Context: an optimization exercise on an open-source flow, tuned for a short achievable clock period and few clock cycles. The choices shown serve that exercise and are no tape-out recipe.
Only simulation tests tie the RTL to the original design; equivalence was not proved.
Power is estimated from default activity; no workload was simulated.

==> inputs of yarrow <==
// mips_sys
module mips_sys(clk, reset, DIn, DOut, imem_addr, imem_data, dm_addr, dm_wdata, dm_we, dm_rdata);
Settings: LEC_CHECK=0, ABC_CLOCK_PERIOD_IN_PS=2500, CAP_MARGIN=20, CORE_MARGIN=2, CORE_UTILIZATION=30, PLACE_DENSITY=0.5, SETUP_SLACK_MARGIN=5, SLEW_MARGIN=20; clock period 10.0 ns.
standard.sh (not shown) runs the stock make flow with config.mk's settings and CLKGATE_MAP_FILE= SYNTH_SCRIPT=/design/flow/synth_recipe.tcl, a recipe that flattens the netlist after the stock synthesis.
==> flow/flow/run.sh <==
#!/bin/bash
# Standard ORFS layout; the only change is a larger setup margin for the
# timing repair steps, so that repair keeps improving the paths well past the
# 10 ns the constraints ask for. Each step's full output goes to its own log.
set -euo pipefail
bash standard.sh synth > synth.log 2>&1
bash standard.sh SETUP_SLACK_MARGIN=7 finish > layout.log 2>&1
==> fjord: changes against yarrow <==
--- a/flow/design.v
+++ b/flow/design.v
@@ -83,24 +83,24 @@
     reg  [31:0] pc_f, ras;
     reg         v_d, pt_d;
     reg  [31:0] ir_d, pc4_d, tgt_d;
     reg         v_e, sq_e;
     reg  [31:0] a_e, b_e, c_e, pc4_e, tgt_e;
-    reg  [1:0]  fa_e, fb_e, fc_e;         
     reg  [4:0]  dest_e, rt_e;
     reg  [1:0]  rd_e;
     reg         wk_e;                     
     reg         sub_e;
     reg         r_sum_e, r_slt_e, r_or_e, r_link_e, r_cp0_e;
     reg         addi_e, beq_e, bltzal_e, jr_e, mtc0_e, eret_e, pt_e;
     reg         load_e, lb_e, sw_e, sb_e, byte_e;
-    reg         we_m, load_m, lb_m, st_m, sbm_m, dev_m, bl_m;
+    reg         we_m, load_m, lb_m, st_m, sbm_m, dev_m, bl_m, flag_m, zs_m;
     reg  [4:0]  dest_m;
     reg  [31:0] res_m, c_m;
     reg         we_w;
     reg  [4:0]  dest_w;
     reg  [31:0] res_w;
+    wire [31:0] res_e, val_m;
     reg  [31:0] rf [1:31];
     reg  [31:0] sr;
     reg         cause_ip;
     reg  [29:0] epc;
     reg  [3:0]  tc_ctrl;
@@ -160,24 +160,35 @@
                  (bltzal_e && rs_d == 5'd31));
     wire hz2 = p2_d != 5'd0 && v_e && (
                  (load_e && wk_e && dest_e == p2_d) ||
                  (addi_e && (rt_e == p2_d || p2_d == 5'd30)) ||
                  (bltzal_e && p2_d == 5'd31));
-    wire [1:0] fs1 = (rs_d != 5'd0 && wk_e && dest_e == rs_d) ? 2'd1 :
-                     (rs_d != 5'd0 && we_m && dest_m == rs_d) ? 2'd2 : 2'd0;
-    wire [1:0] fs2 = (p2_d != 5'd0 && wk_e && dest_e == p2_d) ? 2'd1 :
-                     (p2_d != 5'd0 && we_m && dest_m == p2_d) ? 2'd2 : 2'd0;
     wire stall_d = v_d && ((d_use1 && hz1) || (d_use2 && hz2) || (sb_e && d_mem) || bltzal_e);
-    wire [31:0] rf1 = rs_d == 5'd0 ? 32'b0 : (we_w && dest_w == rs_d) ? res_w : rf[rs_d];
-    wire [31:0] rf2 = p2_d == 5'd0 ? 32'b0 : (we_w && dest_w == p2_d) ? res_w : rf[p2_d];
+    reg [31:0] rfr1, rfr2;
+    always @(*) begin
+        rfr1 = 32'b0;
+        rfr2 = 32'b0;
+        for (i = 1; i < 32; i = i + 1) begin
+            rfr1 = rfr1 | ({32{rs_d == i}} & rf[i]);
+            rfr2 = rfr2 | ({32{p2_d == i}} & rf[i]);
+        end
+    end
+    wire e1 = rs_d != 5'd0 && wk_e && dest_e == rs_d;
+    wire m1 = rs_d != 5'd0 && we_m && dest_m == rs_d;
+    wire w1 = rs_d != 5'd0 && we_w && dest_w == rs_d;
+    wire e2 = p2_d != 5'd0 && wk_e && dest_e == p2_d;
+    wire m2 = p2_d != 5'd0 && we_m && dest_m == p2_d;
+    wire w2 = p2_d != 5'd0 && we_w && dest_w == p2_d;
+    wire [31:0] op1 = e1 ? res_e : m1 ? val_m : w1 ? res_w : rfr1;
+    wire [31:0] op2 = e2 ? res_e : m2 ? val_m : w2 ? res_w : rfr2;
     wire [31:0] imm_val = d_ori ? {16'b0, imm_d} :
                           d_lui ? {imm_d, 16'b0} :
                           {{16{imm_d[15]}}, imm_d};
     wire ve = v_e && !sq_e;
-    wire [31:0] A = fa_e == 2'd1 ? res_m : fa_e == 2'd2 ? res_w : a_e;
-    wire [31:0] B = fb_e == 2'd1 ? res_m : fb_e == 2'd2 ? res_w : b_e;
-    wire [31:0] C = fc_e == 2'd1 ? res_m : fc_e == 2'd2 ? res_w : c_e;
+    wire [31:0] A = a_e;
+    wire [31:0] B = b_e;
+    wire [31:0] C = c_e;
     wire [31:0] Bx = sub_e ? ~B : B;
     wire [32:0] sum33 = add32(A, Bx, sub_e);
     wire [31:0] sum = sum33[31:0];
     wire lt  = (A[31] ^ B[31]) ? A[31] : sum[31];
     wire eq  = A == B;
@@ -196,20 +207,19 @@
             2'd1: cp0_val = {16'b0, 5'b0, cause_ip, 10'b0};
             2'd2: cp0_val = {epc, 2'b00};
             default: cp0_val = PRID;
         endcase
     end
-    wire [31:0] res_e = ({32{r_sum_e}} & sum) |
+    assign res_e = ({32{r_sum_e}} & sum) |
                         ({32{r_slt_e}} & {31'b0, lt}) |
                         ({32{r_or_e}} & (A | B)) |
                         ({32{r_link_e}} & pc4_e) |
-                        ({32{r_cp0_e}} & cp0_val) |
-                        ({32{addi_e}} & (flagged ? {C[31:2], zs, 1'b1} : sum));
+                        ({32{r_cp0_e}} & cp0_val);
     wire tk = beq_e && eq;
     wire misp = (beq_e && (tk != pt_e)) || (jr_e && A != tgt_e);
     wire e_redirect = int_take || (ve && misp) || bl_m;
-    wire [31:0] tgt_E = bl_m ? c_m : int_take ? INT_PC : jr_e ? A : tk ? tgt_e : pc4_e;
+    wire [31:0] tgt_E = bl_m ? c_m : int_take ? INT_PC : jr_e ? A : pt_e ? pc4_e : tgt_e;
     wire e_ok = ve && !int_take && !boot;    
     wire we_e = wk_e || (addi_e && (flagged || rt_e != 5'd0)) || (bltzal_e && lt);
     wire [4:0] dst_e = (addi_e && flagged) ? 5'd30 : dest_e;
     wire dev_e = (|sum[31:15]) || (&sum[14:8]);
     reg [7:0] lbyte;
@@ -244,10 +254,11 @@
             2'd2: dev_rd = DOut;
             default: dev_rd = 32'b0;
         endcase
     end
     wire [31:0] ld_m = dev_m ? dev_rd : lb_m ? {{24{lbyte[7]}}, lbyte} : dm_rdata;
+    assign val_m = load_m ? ld_m : flag_m ? {c_m[31:2], zs_m, 1'b1} : res_m;
     wire dev_wr = st_m && dev_m && !boot;
     wire tc_we = dev_wr && res_m[5:4] == 2'd0;
     wire out_we = dev_wr && res_m[5:4] == 2'd2;
     wire wr_ctrl = tc_we && res_m[3:0] == 4'h0;
     wire wr_pst = tc_we && res_m[3:0] == 4'h4;
@@ -275,11 +286,11 @@
             v_d <= 1'b0;
         end else if (!stall_d) begin
             pc_f <= f_pred ? ptgt_f : pc4_f;
             v_d <= 1'b1;
         end
-        if (!boot && !e_redirect && !stall_d && f_jal) ras <= pc4_f;
+        if (!stall_d && f_jal) ras <= pc4_f;
     end
     always @(posedge clk) begin
         if (!stall_d) begin
             ir_d <= imem_data;
             pc4_d <= pc4_f;
@@ -301,23 +312,20 @@
         load_e <= d_go && (d_lw || d_lb);
         sw_e <= d_go && d_sw;
         sb_e <= d_go && d_sb;
     end
     always @(posedge clk) begin
-        a_e <= rf1;
-        b_e <= d_useimm ? imm_val : rf2;
-        c_e <= rf2;
-        fa_e <= fs1;
-        fb_e <= d_useimm ? 2'd0 : fs2;
-        fc_e <= fs2;
+        a_e <= op1;
+        b_e <= d_useimm ? imm_val : op2;
+        c_e <= op2;
         pc4_e <= pc4_d;
         tgt_e <= tgt_d;
         dest_e <= dest_d;
         rt_e <= rt_d;
         rd_e <= rd_d[1:0];
         sub_e <= d_subu || d_slt || d_bltzal;
-        r_sum_e <= d_addu || d_subu || d_addiu || d_mem;
+        r_sum_e <= d_addu || d_subu || d_addiu || d_addi || d_mem;
         r_slt_e <= d_slt;
         r_or_e <= d_ori || d_lui;
         r_link_e <= d_jal || d_bltzal;
         r_cp0_e <= d_mfc0;
         pt_e <= pt_d;
@@ -331,10 +339,12 @@
         sbm_m <= e_ok && sb_e && !dev_e;
         bl_m <= e_ok && bltzal_e && lt;
         dest_m <= dst_e;
         res_m <= res_e;
         c_m <= bltzal_e ? tgt_e : C;
+        flag_m <= addi_e && flagged;
+        zs_m <= zs;
         lb_m <= lb_e;
         dev_m <= dev_e;
     end
     always @(posedge clk) begin
         if (!sbm_m) dm_addr <= byte_e ? {sum[13:2], 2'b00} : sum[13:0];
@@ -345,11 +355,11 @@
         else dm_we <= !boot && (sbm_m || (e_ok && sw_e && !dev_e));
     end
     always @(posedge clk) begin
         we_w <= we_m && !boot;
         dest_w <= dest_m;
-        res_w <= load_m ? ld_m : res_m;
+        res_w <= val_m;
     end
     always @(posedge clk) begin
         for (i = 1; i < 32; i = i + 1)
             if (boot) rf[i] <= 32'b0;
             else if (we_w && dest_w == i) rf[i] <= res_w;
==> flow/config.mk (replaced) <==
export PLATFORM = sky130hd
export DESIGN_NAME = mips_sys
export DESIGN_NICKNAME = mips_sys
export VERILOG_FILES = /design/flow/design.v
export SDC_FILE = /design/flow/constraint.sdc
export NUM_CORES = 4
export LEC_CHECK = 0
export ABC_CLOCK_PERIOD_IN_PS = 2500
export CAP_MARGIN = 40
export CORE_MARGIN = 2
export CORE_UTILIZATION = 30
export PLACE_DENSITY = 0.5
export SETUP_SLACK_MARGIN = 5
export SLEW_MARGIN = 40
==> run_results.csv <==
group,metric,value,unit
run_status,run_status,"complete, no violations",
timing,final.setup.worst_slack,5.88,ns
floorplanning,initial_util,30.1,%
floorplanning,tapCellCount,3724,
timing,timing.slew.headroom,30.1,%
global_route,first_global_vias,90600,
final_layout,nFlopsAndLatches,1707,
critical_path,rr_startpoint,"sub_e",
synthesis,post_synth_xor_area_fraction,2.73,%
power_and_ir_drop,clkPwrFrac,48.9,%
route,router_iterations_before_antenna_repair,15,
floorplanning,floorplan.die.height,532,um
[end of results for fjord]
==> run_results.csv <==
group,metric,value,unit
timing,final.setup.worst_slack,5.35,ns
run_status,run_status,"complete, no violations",
global_route,first_global_vias,88900,
critical_path,worst_ep_arrival_time,5.47,ns
synthesis,post_synth_xor_area_fraction,2.77,%
floorplanning,tapCellCount,3743,
route,router_iterations_before_antenna_repair,14,
timing,timing.slew.headroom,15.9,%
floorplanning,floorplan.die.height,536,um
power_and_ir_drop,clkPwrFrac,46.0,%
[end of results for yarrow]
Testbench counts of yarrow, summed over its fixed seeds: cycles 80,496.
Testbench counts of fjord, summed over its fixed seeds: cycles 80,496.

========
==> run a <==
Another version of the RTL of mips_sys (not shown whole).
==> flow/design.v (excerpt) <==
module mips_sys(clk, reset, DIn, DOut, imem_addr, imem_data, dm_addr, dm_wdata, dm_we, dm_rdata);
export LEC_CHECK = 0
export ABC_CLOCK_PERIOD_IN_PS = 2500
export CAP_MARGIN = 40
export CORE_MARGIN = 2
export CORE_UTILIZATION = 30
export PLACE_DENSITY = 0.5
export SETUP_SLACK_MARGIN = 5
export SLEW_MARGIN = 40
create_clock -name core_clock -period 10.0 [get_ports {clk}]
==> flow/flow/run.sh <==
#!/bin/bash
# Standard ORFS layout with two changes:
#  - synthesis leaves adders as plain gates for ABC (ADDER_MAP_FILE empty)
#    instead of mapping them to the slow full/half-adder cells; registers are
#    untouched, so they keep the standard synthesis's names and cells;
#  - a larger setup margin for the timing repair steps, so that repair keeps
#    improving the paths well past the 10 ns the constraints ask for.
# Each step's full output goes to its own log in the work folder.
set -euo pipefail
bash standard.sh ADDER_MAP_FILE= synth > synth.log 2>&1
bash standard.sh ADDER_MAP_FILE= SETUP_SLACK_MARGIN=7 finish > layout.log 2>&1
==> run b (differences from run a) <==
--- a/flow/design.v
+++ b/flow/design.v
@@ -9,15 +9,15 @@
     output reg dm_we;
     input [31:0] dm_rdata;
     localparam [31:0] RESET_PC = 32'h0000_3000;
     localparam [31:0] INT_PC   = 32'h0000_4180;
     localparam [29:0] EPC_INIT = 30'h3210_fedc;
     localparam [31:0] PRID     = 32'h8384_8410;
     integer i;
-    function [32:0] add32;
+    function [31:0] cry32;
         input [31:0] a, b;
         input cin;
         reg [31:0] g, p, gn, pn;
         integer k, d;
         begin
             g = a & b;
             p = a ^ b;
@@ -28,15 +28,39 @@
                 for (k = d; k < 32; k = k + 1) begin
                     gn[k] = g[k] | (p[k] & g[k - d]);
                     pn[k] = p[k] & p[k - d];
                 end
                 g = gn;
                 p = pn;
             end
-            add32 = {g[31], a ^ b ^ {g[30:0], cin}};
+            cry32 = g;
+        end
+    endfunction
+    function eq7;
+        input [6:0] a, b, k;
+        input cin;
+        reg [6:0] t;
+        integer j;
+        begin
+            t = a ^ b ^ k;
+            eq7 = t[0] == cin;
+            for (j = 0; j < 6; j = j + 1)
+                eq7 = eq7 && (((a[j] & b[j]) | (a[j] & t[j]) | (b[j] & t[j])) == t[j + 1]);
+        end
+    endfunction
+    function eq17z;
+        input [16:0] a, b;
+        input cin;
+        reg [16:0] t;
+        integer j;
+        begin
+            t = a ^ b;
+            eq17z = t[0] == cin;
+            for (j = 0; j < 16; j = j + 1)
+                eq17z = eq17z && (((a[j] & b[j]) | (a[j] & t[j]) | (b[j] & t[j])) == t[j + 1]);
         end
     endfunction
     function [13:0] add14;
         input [13:0] a, b;
         reg [13:0] g, p, gn, pn;
         integer k, d;
         begin
@@ -95,15 +119,15 @@
     reg         we_m, load_m, lb_m, sbm_m, dev_m, bl_m, flag_m, zs_m;
     reg         wctl_m, wpst_m, wout_m;    
     reg  [4:0]  dest_m;
     reg  [31:0] res_m, c_m;
     reg         we_w;
     reg  [4:0]  dest_w;
     reg  [31:0] res_w;
-    wire [31:0] res_e, val_m;
+    wire [31:0] res_e, val_m, valn_m;
     reg  [31:0] rf [1:31];
     reg  [31:0] sr;
     reg         cause_ip;
     reg  [29:0] epc;
     reg  [3:0]  tc_ctrl;
     reg  [31:0] tc_preset, tc_last, tc_count;
     reg         ctrl_wr;                  
@@ -160,15 +184,16 @@
     wire [15:0] imm_d = ir_d[15:0];
     wire hzf1 = rs_f != 5'd0 && (
                  ((d_lw || d_lb) && wk_d && dest_d == rs_f) ||
                  (d_addi && (rt_d == rs_f || rs_f == 5'd30)));
     wire hzf2 = p2_f != 5'd0 && (
                  ((d_lw || d_lb) && wk_d && dest_d == p2_f) ||
                  (d_addi && (rt_d == p2_f || p2_f == 5'd30)));
-    wire stall_n = (f_use1 && hzf1) || (f_use2 && hzf2) || (d_sb && f_mem) || d_bltzal;
+    wire hzl = (f_subu || f_slt || f_bltzal) && rt_f != 5'd0 && load_e && wk_e && dest_e == rt_f;
+    wire stall_n = (f_use1 && hzf1) || (f_use2 && hzf2) || (d_sb && f_mem) || d_bltzal || hzl;
     reg stall_q;
     wire stall_d = v_d && stall_q;
     reg [31:0] rfr1, rfr2;
     always @(*) begin
         rfr1 = 32'b0;
         rfr2 = 32'b0;
         for (i = 1; i < 32; i = i + 1) begin
@@ -180,24 +205,25 @@
     wire m1 = rs_d != 5'd0 && we_m && dest_m == rs_d;
     wire w1 = rs_d != 5'd0 && we_w && dest_w == rs_d;
     wire e2 = p2_d != 5'd0 && wk_e && dest_e == p2_d;
     wire m2 = p2_d != 5'd0 && we_m && dest_m == p2_d;
     wire w2 = p2_d != 5'd0 && we_w && dest_w == p2_d;
     wire [31:0] op1 = e1 ? res_e : m1 ? val_m : w1 ? res_w : rfr1;
     wire [31:0] op2 = e2 ? res_e : m2 ? val_m : w2 ? res_w : rfr2;
+    wire [31:0] op2n = e2 ? res_e : m2 ? valn_m : w2 ? res_w : rfr2;
     wire [31:0] imm_val = d_ori ? {16'b0, imm_d} :
                           d_lui ? {imm_d, 16'b0} :
                           {{16{imm_d[15]}}, imm_d};
     wire ve = v_e && !sq_e;
     wire [31:0] A = a_e;
     wire [31:0] B = b_e;
     wire [31:0] C = c_e;
     wire [31:0] Bx = B;      
-    wire [32:0] sum33 = add32(A, Bx, sub_e);
-    wire [31:0] sum = sum33[31:0];
+    wire [31:0] cy = cry32(A, Bx, sub_e);
+    wire [31:0] sum = A ^ Bx ^ {cy[30:0], sub_e};
     wire lt  = (A[31] == B[31]) ? A[31] : sum[31];    
     wire eq  = A == B;
     wire ovf = (A[31] == B[31]) && (sum[31] != A[31]);
     wire [31:0] px = A ^ B;
     wire [31:0] ox = A | B;
     wire zs = !px[0] && (&(px[31:1] ~^ ox[30:0]));
     wire flagged = C[0] || ovf;
@@ -221,15 +247,17 @@
     wire tk = beq_e && eq;
     wire misp = (beq_e && (tk != pt_e)) || (jr_e && A != tgt_e);
     wire e_redirect = int_take || (ve && misp) || bl_m;
     wire [31:0] tgt_E = bl_m ? c_m : int_take ? INT_PC : jr_e ? A : pt_e ? pc4_e : tgt_e;
     wire e_ok = ve && !int_take && !boot;    
     wire we_e = wk_e || (addi_e && (flagged || rt_e != 5'd0)) || (bltzal_e && lt);
     wire [4:0] dst_e = (addi_e && flagged) ? 5'd30 : dest_e;
-    wire dev_e = (|sum[31:15]) || (&sum[14:8]);
+    wire mid1 = cy[7] ? eq7(A[14:8], Bx[14:8], 7'h7f, 1'b1) : eq7(A[14:8], Bx[14:8], 7'h7f, 1'b0);
+    wire hiz = cy[14] ? eq17z(A[31:15], Bx[31:15], 1'b1) : eq17z(A[31:15], Bx[31:15], 1'b0);
+    wire dev_e = !hiz || mid1;
     reg [7:0] lbyte;
     always @(*) begin
         case (res_m[1:0])
             2'd0: lbyte = dm_rdata[7:0];
             2'd1: lbyte = dm_rdata[15:8];
             2'd2: lbyte = dm_rdata[23:16];
             default: lbyte = dm_rdata[31:24];
@@ -256,15 +284,16 @@
             2'd0: dev_rd = tc_rd;
             2'd1: dev_rd = DIn;
             2'd2: dev_rd = DOut;
             default: dev_rd = 32'b0;
         endcase
     end
     wire [31:0] ld_m = dev_m ? dev_rd : lb_m ? {{24{lbyte[7]}}, lbyte} : dm_rdata;
-    assign val_m = load_m ? ld_m : flag_m ? {c_m[31:2], zs_m, 1'b1} : res_m;
+    assign valn_m = flag_m ? {c_m[31:2], zs_m, 1'b1} : res_m;
+    assign val_m = load_m ? ld_m : valn_m;
     wire out_we = wout_m && !boot;
     wire wr_ctrl = wctl_m;
     wire wr_pst = wpst_m;
     wire [3:0]  n_ctrl = wr_ctrl ? c_m[3:0] : tc_ctrl;
     wire [31:0] n_preset = wr_pst ? c_m : tc_preset;
     wire [31:0] pm1 = wr_pst ? dec32(c_m) : dec32(tc_preset);
     wire pz = wr_pst ? c_m == 32'b0 : tc_preset == 32'b0;
@@ -305,15 +334,17 @@
             pc4_d <= pc4_f;
             pt_d <= f_pred;
             tgt_d <= f_jr ? ras : btgt_f;
         end
     end
     wire d_go = v_d && !stall_d && !boot;
     always @(posedge clk) begin
-        stall_q <= d_go && stall_n;
+        stall_q <= (d_go && stall_n) ||
+                   (stall_d && (d_subu || d_slt || d_bltzal) && rt_d != 5'd0 &&
+                    load_e && wk_e && dest_e == rt_d);
         v_e <= d_go;
         sq_e <= e_redirect;
         wk_e <= d_go && wk_d;
         addi_e <= d_go && d_addi;
         beq_e <= d_go && d_beq;
         bltzal_e <= d_go && d_bltzal;
         jr_e <= d_go && d_jr;
@@ -321,15 +352,15 @@
         eret_e <= d_go && d_eret;
         load_e <= d_go && (d_lw || d_lb);
         sw_e <= d_go && d_sw;
         sb_e <= d_go && d_sb;
     end
     always @(posedge clk) begin
         a_e <= op1;
-        b_e <= d_useimm ? imm_val : (d_subu || d_slt || d_bltzal) ? ~op2 : op2;
+        b_e <= d_useimm ? imm_val : (d_subu || d_slt || d_bltzal) ? ~op2n : op2;
         c_e <= op2;
         pc4_e <= pc4_d;
         tgt_e <= tgt_d;
         dest_e <= dest_d;
         rt_e <= rt_d;
         rd_e <= rd_d[1:0];
         sub_e <= d_subu || d_slt || d_bltzal;
==> notes <==
- Cell area: run b is larger than run a (about 1%).
- In critical path depth, run b and run a do not differ.
- Against run a, the clock power of run b is smaller by about 0.5%.
- Of run a and run b, run b has the higher via count (gap 4.4%, measured against run b).
- Combinational power: run a is higher than run b (about 5%).
- Against run a, the synthesized area of run b is higher by 1.9%.
- Of run a and run b, run a has the higher non-clock buffer count (gap 73).
- In run b the first-iteration DRC count is larger than in run a, by 11%.
- Between run a and run b, the lower clock skew is in run b (gap 0.015 ns).
- Of run a and run b, run a has the higher utilization (gap 0.37 points).
- Total power: run a is higher than run b (about 0.66%).
==> figures <==
quantity                                                                   run b                    run a
Result of the run                                        complete, no violations  complete, no violations
Worst setup path startpoint                                         imem_data[1]             dm_rdata[23]
# rows                                                                       195                      193
Max transition margin                                                      27.4%                    30.6%
Final HPWL DP                                                             329 mm                   335 mm
Clock distribution area overhead in the final layout                       5.82%                    5.92%
Placed instance count                                                      14000                    13700
Worst Hold Launch                                             pc4_d[2]$_DFFE_PN_             lb_e$_DFF_P_
Wire length reported by the detailed router                               582 mm                   562 mm
Layout filler cell count                                                   27700                    27300
Detailed router's first-iteration violation count                          23000                    20800
Total global-route track usage                                             38.2%                    37.8%
Global Route met2 Usage                                                    49.6%                    50.7%
GPL Wtd Cong                                                                1.03                     1.03
Average detailed-routed wire length per instance                         38.1 µm                  37.6 µm
Die boundary width                                                        535 µm                   531 µm
Synthesized area divided by synthesized cell count                      7.82 µm²                 7.95 µm²
Final critical path time including I/O delays and setup                  3.97 ns                  3.79 ns
Die Span Y                                                                535 µm                   531 µm
Worst EP arrival                                                         4.76 ns                  4.56 ns
Post-synthesis cell area                                               84700 µm²                83200 µm²
P_seq                                                                    7200 µW                  7210 µW
Count of vias placed by the detailed router                               102000                    97300
Testbench counts of run a, summed over its fixed seeds: cycles 80,496.
Testbench counts of run b, summed over its fixed seeds: cycles 80,521.

[afterwards: timing with drivers on the ports]
No port has a modelled driver above. Below, the same layouts with a new extraction and two added sets of constraints. Step 1: set_driving_cell puts a clkbuf_16 on clk and a buf_2 on each other input, an assumption about the parent block. Step 2 adds t to the input delays and takes it off the output delays; t is the mean of the earliest and latest rising clock arrival at the registers after step 1. Input paths then give back, and output paths get back, about the clock's delay inside the block. Three values: ideal, step 1, step 2; two values: the first two.
| run | t (ns) | slack for setup (ns) | worst data-port slew with drivers (ns) |
|---|---|---|---|
| yarrow | 0.990 | 5.355 / 5.355 / 4.990 | 0.09 |
| fjord | 0.998 | 5.885 / 5.885 / 5.461 | 0.05 |
| run a | 0.975 | 6.215 / 6.265 / 5.290 | 0.11 |
| run b | 1.006 | 6.027 / 5.912 / 4.905 | 0.22 |
After both steps setup and hold are still met in every run listed. For run b, which loses most, drivers alone change the setup slack by -0.115 ns; drivers and shift together by -1.122 ns.
